This design comes from an exercise in tuning for small area and a short achievable clock period on the open sky130 flow, not from production work.
No run shown here included a check of the RTL's function; only the layout flow was run.
Power and IR drop assume default switching activity.

==> flow/design.v, too long to show whole: its modules and the start of the top module <==
// module wavlet: 1161 lines
module wavlet(
	input clk,
	input rst_n,
	input [15:0] data_in,
	output reg signed [20:0] data_out_hd,
	output reg signed [20:0] data_out_ld
);
  // ...
==> flow/flow/run.sh <==
#!/bin/bash
# Own layout flow: the standard synthesis (unchanged), then flipfa2.py, a
# netlist pass that removes inverters (a full adder is
# self-dual, and many gates have a complement cell), then the standard
# layout with plain buffers (buf_4 instead of clkdlybuf4s50_1) on the ports,
# and with ORFS's timing repair aiming at a setup slack of $MARGIN ns (the
# constraints are unchanged: the clock is still the design's period).
# If a layout attempt fails (e.g. a routing fault the extractor rejects), the
# layout steps are run again with a slightly different placement density.
set -uo pipefail
W=$PWD
R=$W/orfs/results/$FLOW_PLATFORM/wavlet/base
bash standard.sh "$R/1_2_yosys.v" > "$W/synth.log" 2>&1 || exit 1
cp "$R/1_2_yosys.v" "$W/yosys_standard.v"
python3 flow/flipfa2.py "$FLOW_HOME/platforms/$FLOW_PLATFORM/lib/sky130_fd_sc_hd__tt_025C_1v80.lib" "$W/yosys_standard.v" "$W/yosys_flipped.v" 1500 > "$W/flipfa.log" 2>&1 || exit 1
cp "$W/yosys_flipped.v" "$R/1_2_yosys.v"
export BUFFER_PORTS_ARGS="-buffer_cell sky130_fd_sc_hd__buf_4"
MARGIN=8.45
n=0
for dens in "" 0.58 0.62 0.55; do
  n=$((n + 1))
  if [[ -n "$dens" ]]; then
    rm -f "$R"/[2-6]_* "$W"/orfs/logs/"$FLOW_PLATFORM"/wavlet/base/[2-6]_*
    bash standard.sh SETUP_SLACK_MARGIN=$MARGIN PLACE_DENSITY=$dens finish > "$W/layout$n.log" 2>&1 && exit 0
  else
    bash standard.sh SETUP_SLACK_MARGIN=$MARGIN finish > "$W/layout$n.log" 2>&1 && exit 0
  fi
done
exit 1
==> flow/flow/flipfa2.py <==
#!/usr/bin/env python3
"""Remove inverters from a sky130hd gate netlist without changing its function.

Two kinds of node may change polarity:
  * full adders (fa): a full adder is self-dual, FA(~a,~b,~c) = (~sum, ~carry),
    so it can work on complemented inputs and give complemented outputs;
  * single-output gates with a complement cell (nand2 <-> and2, a21oi <-> a21o,
    xor2 <-> xnor2, ...): swapping the cell complements the output.
Inverters are then removed, and one inverter is added for each signal that
some input still needs complemented.  A local search picks the polarities
that minimise inverter area plus the area change of swapped cells.
Registers, ports and other cells are left as they are.

usage: flipfa2.py liberty in.v out.v
"""
import re, sys
from collections import defaultdict

OUTPINS = {'X', 'Y', 'Q', 'Q_N', 'SUM', 'COUT', 'HI', 'LO'}
PAIRS = [('nand2', 'and2'), ('nor2', 'or2'), ('nand3', 'and3'), ('nor3', 'or3'),
         ('nand4', 'and4'), ('nor4', 'or4'), ('a21oi', 'a21o'), ('o21ai', 'o21a'),
         ('a22oi', 'a22o'), ('o22ai', 'o22a'), ('a211oi', 'a211o'), ('o211ai', 'o211a'),
         ('a31oi', 'a31o'), ('o31ai', 'o31a'), ('a32oi', 'a32o'), ('o32ai', 'o32a'),
         ('a21boi', 'a21bo'), ('o21bai', 'o21ba'), ('xor2', 'xnor2'), ('xor3', 'xnor3'),
         ('nand2b', 'and2b'), ('nor2b', 'or2b'), ('mux2i', 'mux2'), ('a41oi', 'a41o'),
         ('o41ai', 'o41a'), ('a311oi', 'a311o'), ('o311ai', 'o311a'), ('a2111oi', 'a2111o'),
         ('o2111ai', 'o2111a'), ('a221oi', 'a221o'), ('o221ai', 'o221a'), ('a222oi', None),
         ('nand3b', 'and3b'), ('nor3b', 'or3b'), ('nand4b', 'and4b'), ('nor4b', 'or4b'),
         ('a2bb2oi', 'a2bb2o'), ('o2bb2ai', 'o2bb2a')]
COMP = {}
for a, b in PAIRS:
    if a and b:
        COMP[a] = b; COMP[b] = a

lib = open(sys.argv[1]).read()
area = {}; outpin = {}
cur = None
curpin = None
for line in lib.split('\n'):
    m = re.match(r'\s*cell \("(\w+)"\)', line)
    if m:
        cur = m.group(1); curpin = None; continue
    m = re.match(r'\s*area : ([\d.]+);', line)
    if m and cur and cur not in area:
        area[cur] = float(m.group(1))
    m = re.match(r'\s*pin \("(\w+)"\)', line)
    if m:
        curpin = m.group(1)
    if re.match(r'\s*direction : "?output"?;', line) and cur and curpin:
        outpin.setdefault(cur, curpin)
INV_AREA = area['sky130_fd_sc_hd__inv_1']

def comp_cell(t):
    m = re.match(r'sky130_fd_sc_hd__(\w+?)_(\d+)$', t)
    if not m:
        return None
    base, drv = m.group(1), m.group(2)
    if base not in COMP:
        return None
    for d in (drv, '1', '2', '0', '4'):
        c = f"sky130_fd_sc_hd__{COMP[base]}_{d}"
        if c in area:
            return c
    return None

src = open(sys.argv[2]).read()
m = re.search(r'^\s*sky130_fd_sc_hd__', src, re.M)
head = src[:m.start()]
body = src[m.start():]
cell_re = re.compile(r'\s*(sky130_fd_sc_hd__\w+)\s+(\S+)\s*\((.*?)\);', re.S)
pin_re = re.compile(r'\.(\w+)\(\s*(.*?)\s*\)\s*(?:,|$)', re.S)
cells = []
pos = 0
while True:
    mm = cell_re.match(body, pos)
    if not mm:
        break
    cells.append([mm.group(1), mm.group(2), [(p, n.strip()) for p, n in pin_re.findall(mm.group(3))]])
    pos = mm.end()
assert body[pos:].strip() == 'endmodule', body[pos:pos + 200]

ports = set()
for mm in re.finditer(r'^\s*output\s+(\[(\d+):(\d+)\]\s+)?(\S+)\s*;', head, re.M):
    nm = mm.group(4)
    if mm.group(1):
        for i in range(int(mm.group(3)), int(mm.group(2)) + 1):
            ports.add(f"{nm}[{i}]")
    else:
        ports.add(nm)

def is_inv(t):
    return re.match(r'sky130_fd_sc_hd__(clk)?inv_\d+$', t) is not None

driver = {}
for ci, (t, n, pins) in enumerate(cells):
    for p, net in pins:
        if p in OUTPINS:
            driver[net] = ci
invs = set()
for ci, (t, n, pins) in enumerate(cells):
    if is_inv(t):
        d = dict(pins)
        if d['Y'] in ports:
            continue
        invs.add(ci)

def root(net):
    p = 0
    while net in driver and driver[net] in invs:
        net = dict(cells[driver[net]][2])['A']; p ^= 1
    return net, p

# node kinds: 'fa' (inputs+outputs flip), 'g' (output flips, cell swaps)
kind = {}
for ci, (t, n, pins) in enumerate(cells):
    if ci in invs:
        continue
    if re.match(r'sky130_fd_sc_hd__fa_\d+$', t):
        kind[ci] = 'fa'
    elif comp_cell(t):
        outs = [net for p, net in pins if p in OUTPINS]
        if len(outs) == 1:
            kind[ci] = 'g'
# nodes driving ports directly stay fixed
for ci in list(kind):
    for p, net in cells[ci][2]:
        if p in OUTPINS and net in ports:
            del kind[ci]; break

cons = []
for ci, (t, n, pins) in enumerate(cells):
    if ci in invs:
        continue
    for p, net in pins:
        if p in OUTPINS or net == '' or net.startswith("1'"):
            continue
        r, par = root(net)
        cons.append((ci, p, r, par))
flip = defaultdict(int)
byroot = defaultdict(list)
for k, (ci, p, r, par) in enumerate(cons):
    byroot[r].append(k)

def in_flip(ci):
    return flip[ci] if kind.get(ci) == 'fa' else 0

def out_flip(ci):
    return flip[ci] if ci in kind else 0

def root_cost(r):
    d = driver.get(r)
    fd = out_flip(d) if d is not None else 0
    for k in byroot[r]:
        ci, p, _, par = cons[k]
        if par ^ in_flip(ci) ^ fd:
            return INV_AREA
    return 0.0

def node_cost(ci):
    if kind.get(ci) == 'g' and flip[ci]:
        t = cells[ci][0]
        return area[comp_cell(t)] - area[t]
    return 0.0

touch = defaultdict(set)
for k, (ci, p, r, par) in enumerate(cons):
    if kind.get(ci) == 'fa':
        touch[ci].add(r)
for ci in kind:
    for p, net in cells[ci][2]:
        if p in OUTPINS:
            touch[ci].add(net)

def total():
    return sum(root_cost(r) for r in byroot) + sum(node_cost(ci) for ci in kind)

import random
before = total()
order = sorted(kind)

def descend():
    for it in range(60):
        changed = False
        for ci in order:
            rs = touch[ci]
            c0 = sum(root_cost(r) for r in rs) + node_cost(ci)
            flip[ci] ^= 1
            c1 = sum(root_cost(r) for r in rs) + node_cost(ci)
            if c1 < c0 - 1e-9:
                changed = True
            elif c1 <= c0 + 1e-9 and random.random() < 0.3:
                changed = changed
            else:
                flip[ci] ^= 1
        if not changed:
            break

random.seed(12345)
descend()
best = total(); bestflip = dict(flip)
for rnd in range(int(sys.argv[4]) if len(sys.argv) > 4 else 40):
    # perturb: flip a random neighbourhood, then descend
    for ci in random.sample(order, max(1, len(order) // 20)):
        flip[ci] ^= 1
    descend()
    c = total()
    if c < best - 1e-9:
        best = c; bestflip = dict(flip)
    else:
        flip.clear(); flip.update(bestflip)
flip.clear(); flip.update(bestflip)
after = total()

invnet = {}
newcells = []
newwires = []
cnt = [0]
def inv_of(r):
    if r not in invnet:
        cnt[0] += 1
        nn = f"_flipinv{cnt[0]}_"
        invnet[r] = nn
        newwires.append(nn)
        newcells.append(['sky130_fd_sc_hd__inv_1', f"_flipinvc{cnt[0]}_", [('A', r), ('Y', nn)]])
    return invnet[r]
conmap = {}
for k, (ci, p, r, par) in enumerate(cons):
    d = driver.get(r)
    fd = out_flip(d) if d is not None else 0
    e = par ^ in_flip(ci) ^ fd
    conmap[(ci, p)] = inv_of(r) if e else r
out = []
nswap = 0
for ci, (t, n, pins) in enumerate(cells):
    if ci in invs:
        continue
    np = []
    if kind.get(ci) == 'g' and flip[ci]:
        nt = comp_cell(t)
        nswap += 1
        # output pin name of the new cell: X for non-inverting, Y for inverting
        newout = outpin[nt]
        t = nt
    for p, net in pins:
        if (ci, p) in conmap:
            net = conmap[(ci, p)]
        if kind.get(ci) == 'g' and flip[ci] and p in OUTPINS:
            p = newout
        np.append((p, net))
    out.append((t, n, np))
out.extend(newcells)
L = [head.rstrip('\n')]
for w in newwires:
    L.append(f"  wire {w};")
for t, n, pins in out:
    L.append(f"  {t} {n} (")
    L.append(",\n".join(f"    .{p}({net}{' ' if net.startswith(chr(92)) else ''})" for p, net in pins))
    L.append("  );")
L.append("endmodule")
open(sys.argv[3], 'w').write("\n".join(L) + "\n")
nfa = sum(1 for ci in kind if kind[ci] == 'fa' and flip[ci])
print(f"flipfa2: {len(invs)} inverters removed, {len(newcells)} added; "
      f"{nfa} full adders flipped, {nswap} gates swapped; cost {before:.1f} -> {after:.1f} um2",
      file=sys.stderr)
==> flow/standard.sh <==
#!/bin/bash
# synth_recipe.tcl (not shown) runs the flow's synth.tcl, then flattens the netlist and writes it again
# the make line also repeats each setting of config.mk as NAME=value (left out here)
make -C /OpenROAD-flow-scripts/flow DESIGN_CONFIG=/design/flow/config.mk WORK_HOME=/design/flow/orfs CLKGATE_MAP_FILE= SYNTH_SCRIPT=/design/flow/synth_recipe.tcl "${@:-finish}"
==> flow/config.mk <==
export PLATFORM = sky130hd
export DESIGN_NAME = wavlet
export DESIGN_NICKNAME = wavlet
export VERILOG_FILES = /design/flow/design.v
export SDC_FILE = /design/flow/constraint.sdc
export NUM_CORES = 4
export LEC_CHECK = 0
export CAP_MARGIN = 20
export CORE_MARGIN = 2
export CORE_UTILIZATION = 40
export CTS_CLUSTER_DIAMETER = 80
export CTS_CLUSTER_SIZE = 30
export SLEW_MARGIN = 20
==> flow/constraint.sdc <==
create_clock -name core_clock -period 12.0 [get_ports {clk}]
set_input_delay 2.4000 -clock core_clock [delete_from_list [all_inputs] [get_ports {clk}]]
set_output_delay 2.4000 -clock core_clock [all_outputs]
set_load 0.01 [all_outputs]
==> notes.md, run 1 <==
The clock tree from TritonCTS is yes. The summed negative setup slack over all endpoints is 0 ns. At the worst endpoint, the arrival time is 1.07 ns.

In the final layout, the multi-input gates occupy 0.01086 mm². The most critical setup path has its endpoint at data_out_hd[19]. Registers take 0.006585 mm². The proportion of final cell area spent on non-clock buffers came out at 3.061%. The count of endpoints failing setup in the final report is 0.

The number of buffers and inverters on the critical path is 1. The count of nets left with antenna violations once routing finished came out at 0. The total leakage power came out at 9.167 nW. The setup slack after placement is 7.754 ns. The final-layout fill cell count is 4041. The most common cell after layout, fill and taps aside is sky130_fd_sc_hd__fa_1.

No sink is reached through more buffers than the 3 on the longest clock path. The flow ran to the end and the layout has no timing, DRC or antenna violations. The worst setup path is captured at an output pin.

The half-perimeter wire length after detailed placement is 31840 µm. The worst hold slack after final layout came out at 0.3825 ns. The multi-input combinational area share came out at 53.15%.

The global routing usage on met3 came out at 3.688%. The clock transition at the registers of the reported paths is 0.10 ns. The worst-case headroom to the max-slew limit came out at 37.55%.

The clock tree buffer count of the final layout is 19. The via count normalized by instance count came out at 4.835. After detailed routing, the wire length on met1 is 16870 µm. The number of multi-input combinational cells in the layout is 802. The internal portion of the total power is 0.003124 W. At the end of routability-driven placement, the weighted congestion stood at 0.8644. Among cell families on the critical path, the largest total delay comes from flip-flops. The sequential power share is 25.2%. For this design, the slowest cell found on the critical path is sky130_fd_sc_hd__dfrtp_1. The number of top-level design ports came out at 60. The initial antenna violation count is 0. The detailed route wirelength on metal3 is 1920 µm. The post-layout net count is 1883. The clock arrives with 0.02568 ns of skew. The number of logic inverters in the finished layout came out at 238. The finished layout holds 2016 standard cells, fillers aside. The total number of vias is 9747. In the layout the commonest cells are 374 x sky130_fd_sc_hd__fa_1, 239 x sky130_fd_sc_hd__dfrtp_1, 230 x sky130_fd_sc_hd__inv_1, 88 x sky130_fd_sc_hd__ha_1, 78 x sky130_fd_sc_hd__buf_4.
==> run 2: changes to the inputs <==
--- a/flow/config.mk
+++ b/flow/config.mk
@@ -10,4 +10,4 @@
 export CORE_UTILIZATION = 40
-export CTS_CLUSTER_DIAMETER = 80
-export CTS_CLUSTER_SIZE = 30
+export CTS_CLUSTER_DIAMETER = 100
+export CTS_CLUSTER_SIZE = 40
 export SLEW_MARGIN = 20
==> run 2 against run 1 <==
Effect of this change: setup slack lost 0.0042 ns; fmax shrank 0.12%; worst hold slack gained 0.0023 ns; clock skew grew 0.011 ns; first-iteration DRC count grew 2.6%; global-route usage shrank 0.11 points; clock power shrank 16%; power shrank 1.9%; core utilization shrank 0.31 points; synthesized area is the same; clock-buffer cell count shrank 1; sequential power is essentially flat; largest power group unchanged.
==> notes.md, run 2 <==
The post-synth net total was 1792 (unchanged). The global-route usage over all layers came out at 17.49% (was 17.60%). The shortest clock period the worst path allows after layout was 3.469 ns (was 3.465 ns). The total number of vias came out at 9737 (was 9747).

The worst-case headroom to the max-slew limit was 36.93% (was 37.55%). The worst-case vdd ir drop is 125.0 µV (was 147.6 µV). The post-route cell area is 0.02030 mm² (was 0.02044 mm²). The transition at the pin with the smallest max-transition slack was 0.9461 ns (was 0.9367 ns). The violation count after the first detailed-routing iteration is 520 (was 507).

The core area is 0.04538 mm² (unchanged). The synthesized area is 0.01836 mm² (unchanged). The count of antenna diodes in the layout came to 0 (was 1). Status: no timing/DRC/antenna violations (unchanged). The clock transition at the registers of the reported paths is 0.11 ns (was 0.10 ns). The number of buffer cells added on primary ports came out at 59 (unchanged). The type of the tightest min-delay check is reg -> reg (unchanged). The required time at the endpoint of the critical path is 9.60 ns (about the same). The global-route congestion overflow total is 0 (unchanged). The CTS H-tree depth came out at 1 (unchanged). The root buffer cell is sky130_fd_sc_hd__clkbuf_16 (unchanged). The timing-limited maximum frequency came to 288.2 MHz (was 288.6 MHz). The share of final-layout standard cells stronger than drive strength 1 is 11.96% (was 12.30%). The total leakage power is 9.112 nW (was 9.167 nW). The number of sinks handled by clock tree synthesis came out at 262 (unchanged). The area growth from synthesis to layout is 10.58% (was 11.34%). The routed wire length was 38870 µm (was 38700 µm).

The maximum root-to-sink buffer count is 3 (unchanged). The number of buffers and inverters on the critical path was 1 (unchanged). The slowest stage cell on the critical path is sky130_fd_sc_hd__dfrtp_1 (unchanged). Registers with the most flip-flops: data_out_hd: 20 flops, data_out_ld: 20 flops (unchanged). The summed negative setup slack over all endpoints came to 0 ns (unchanged). The power density relative to cell area came to 268.9 mW/mm² (was 272.2 mW/mm²). The routed length per placed instance came out at 19.31 µm (was 19.20 µm). The final-layout fill cell count came out at 4072 (was 4041). The synthesized area per cell is 13.99 µm² (unchanged). The largest fanout on the critical path is 2 (unchanged).

The overall die area was 0.04762 mm² (unchanged). The setup slack after placement was 7.754 ns (unchanged). The worst hold slack after final layout was 0.3848 ns (was 0.3825 ns).

The delay of the slowest critical-path stage came out at 0.40 ns (about the same). The type of the setup path with the least slack is reg -> out (unchanged). Cells traversed along the worst timing path: buf_4 (unchanged).

The worst path arrival time came to 1.07 ns (about the same). The final critical-path share of the clock period is 28.91% (was 28.88%). The worst clock skew came to 0.03666 ns (was 0.02568 ns). The via count normalized by instance count is 4.837 (was 4.835). The hold violation count in the final report is 0 (unchanged).

The clock tree from TritonCTS is yes (unchanged). The wire length of the first global-routing pass is 62360 µm (was 62450 µm). The cell row count is 78 (unchanged). The horizontal extent of the die is 218.2 µm (unchanged). The post-detailed-route DRC marker count is 0 (unchanged). The iteration count of the initial detailed-routing pass is 5 (was 4). The die height was 218.2 µm (unchanged). The number of top-level design ports was 60 (unchanged). The kind of capture point of the worst setup path is an output pin (unchanged). The number of synthesis warnings came out at 1 (unchanged). The clock network latency to the later pin of the worst-skew pair came out at 0.52 ns (was 0.54 ns). The clock buffer count from CTS came out at 15 (was 18). The half-perimeter wire length after detailed placement came to 31840 µm (unchanged). The number of nets with antenna violations after routing came out at 0 (unchanged). The number of instances in the synthesized netlist is 1312 (unchanged).

The largest net degree at the start of global routing was 118 (unchanged). The final weighted congestion in routability-driven placement was 0.8644 (unchanged). Highest-count cells in the layout ignoring fill and taps: 374 x sky130_fd_sc_hd__fa_1, 242 x sky130_fd_sc_hd__dfrtp_1, 229 x sky130_fd_sc_hd__inv_1, 88 x sky130_fd_sc_hd__ha_1, 82 x sky130_fd_sc_hd__buf_4 (was 374 x sky130_fd_sc_hd__fa_1, 239 x sky130_fd_sc_hd__dfrtp_1, 230 x sky130_fd_sc_hd__inv_1, 88 x sky130_fd_sc_hd__ha_1, 78 x sky130_fd_sc_hd__buf_4). The max-slew violation count came out at 0 (unchanged). The total placed instance area came out at 0.01955 mm² (unchanged). The kind of cell adding the most delay to the critical path is flip-flops (unchanged). The initial cell density of the core came out at 40.45% (unchanged). The initial antenna violation count came out at 0 (unchanged). The post-layout net count is 1885 (was 1883). The final worst slack came out at 8.531 ns (was 8.535 ns). The via count of the first global-routing pass came out at 10920 (was 10930).

The startpoint type of the worst setup path is a register (unchanged). The count of endpoints failing setup in the final report was 0 (unchanged). The most common cell after layout, fill and taps aside is sky130_fd_sc_hd__fa_1 (unchanged). The number of maximum-capacitance constraint violations is 0 (unchanged). Unrepaired setup endpoints after global routing: false (unchanged).
==> run 2: layout make-up <==
type	instances	area [µm²]	share of cell area, %
clock buffers	18	406.6	2.003
clock inverters	7	96.34	0.4747
inverters	238	927.1	4.568
multi-input cells	802	10860	53.51
flip-flops and latches	262	6581	32.43
well taps	600	750.7	3.699
repair buffers	86	673.1	3.316
==> run 2: path summary, 6_finish.rpt <==
kind                                      start               to  slack [ns]  cells past startpoint
worst min-delay path                     er2[6]           er3[6]        0.38                      0
max in group asynchronous                 rst_n        hd_s2_4_1        8.72                      2
min in group asynchronous                 rst_n  data_out_hd[19]        1.90                      1
worst min register to register           er2[6]           er3[6]        0.38                      0
worst max register to register          er1[10]       ld_s2_10_1        8.54                      6
worst max-delay path            data_out_hd[19]  data_out_hd[19]        8.53                      1
==> run 2: power by group <==
group          internal (W)  total, W  switching, W
clock network      0.000260  0.000593      0.000334
registers           0.00126   0.00140      0.000140
logic               0.00154   0.00347       0.00192
==> run 2: through the flow <==
step,utilization [%],total power (W),std cells
detailed placement,43.07,0.004960,1966
finish,44.73,0.005458,2013
global placement,43.07,0.004896,1966
global route,44.73,0.006066,2013
CTS,44.34,0.005588,1996
floorplan,-,0.003830,1312
==> run 2: repair_timing <==
action / CTS / global route
hold buffers: 0 / 0
setup buffers: 5 / 17
resized for setup: 10 / 21
setup endpoints to repair: 99 / 91
==> run 2: routing by layer <==
layer	track usage, %	vias to the layer above	share of wire [%]
met4	4.467	0	2.3
met3	3.285	46	5.3
met5	0	-	0
met1	24.51	5214	43
li1	-	4308	-
met2	28.24	169	49

==> re-timing with driven ports <==
How much do the figures lean on ideal ports? The routed layouts below were timed once more, with nothing changed but the port constraints.
Step 1: set_driving_cell puts a clkbuf_16 on clk and a buf_2 on each other input, an assumption about the parent block.
Step 2 also shifts input and output timing later by t, the mid clock arrival at the registers, as if the neighbouring blocks saw the same clock.
Slacks: no drivers / after step 1 / after step 2; pairs: no drivers / after step 1.
run | shift t [ns] | setup slack, ns | clock arrival spread, ns
run 1 | 0.583 | 8.535 / 8.478 / 8.197 | 0.030 / 0.031
run 2 | 0.562 | 8.531 / 8.475 / 8.164 | 0.040 / 0.041
After both steps setup and hold are still met in every run listed. For run 2, which loses most, drivers alone change the setup slack by -0.056 ns; drivers and shift together by -0.367 ns. Setup slack includes reset recovery checks.
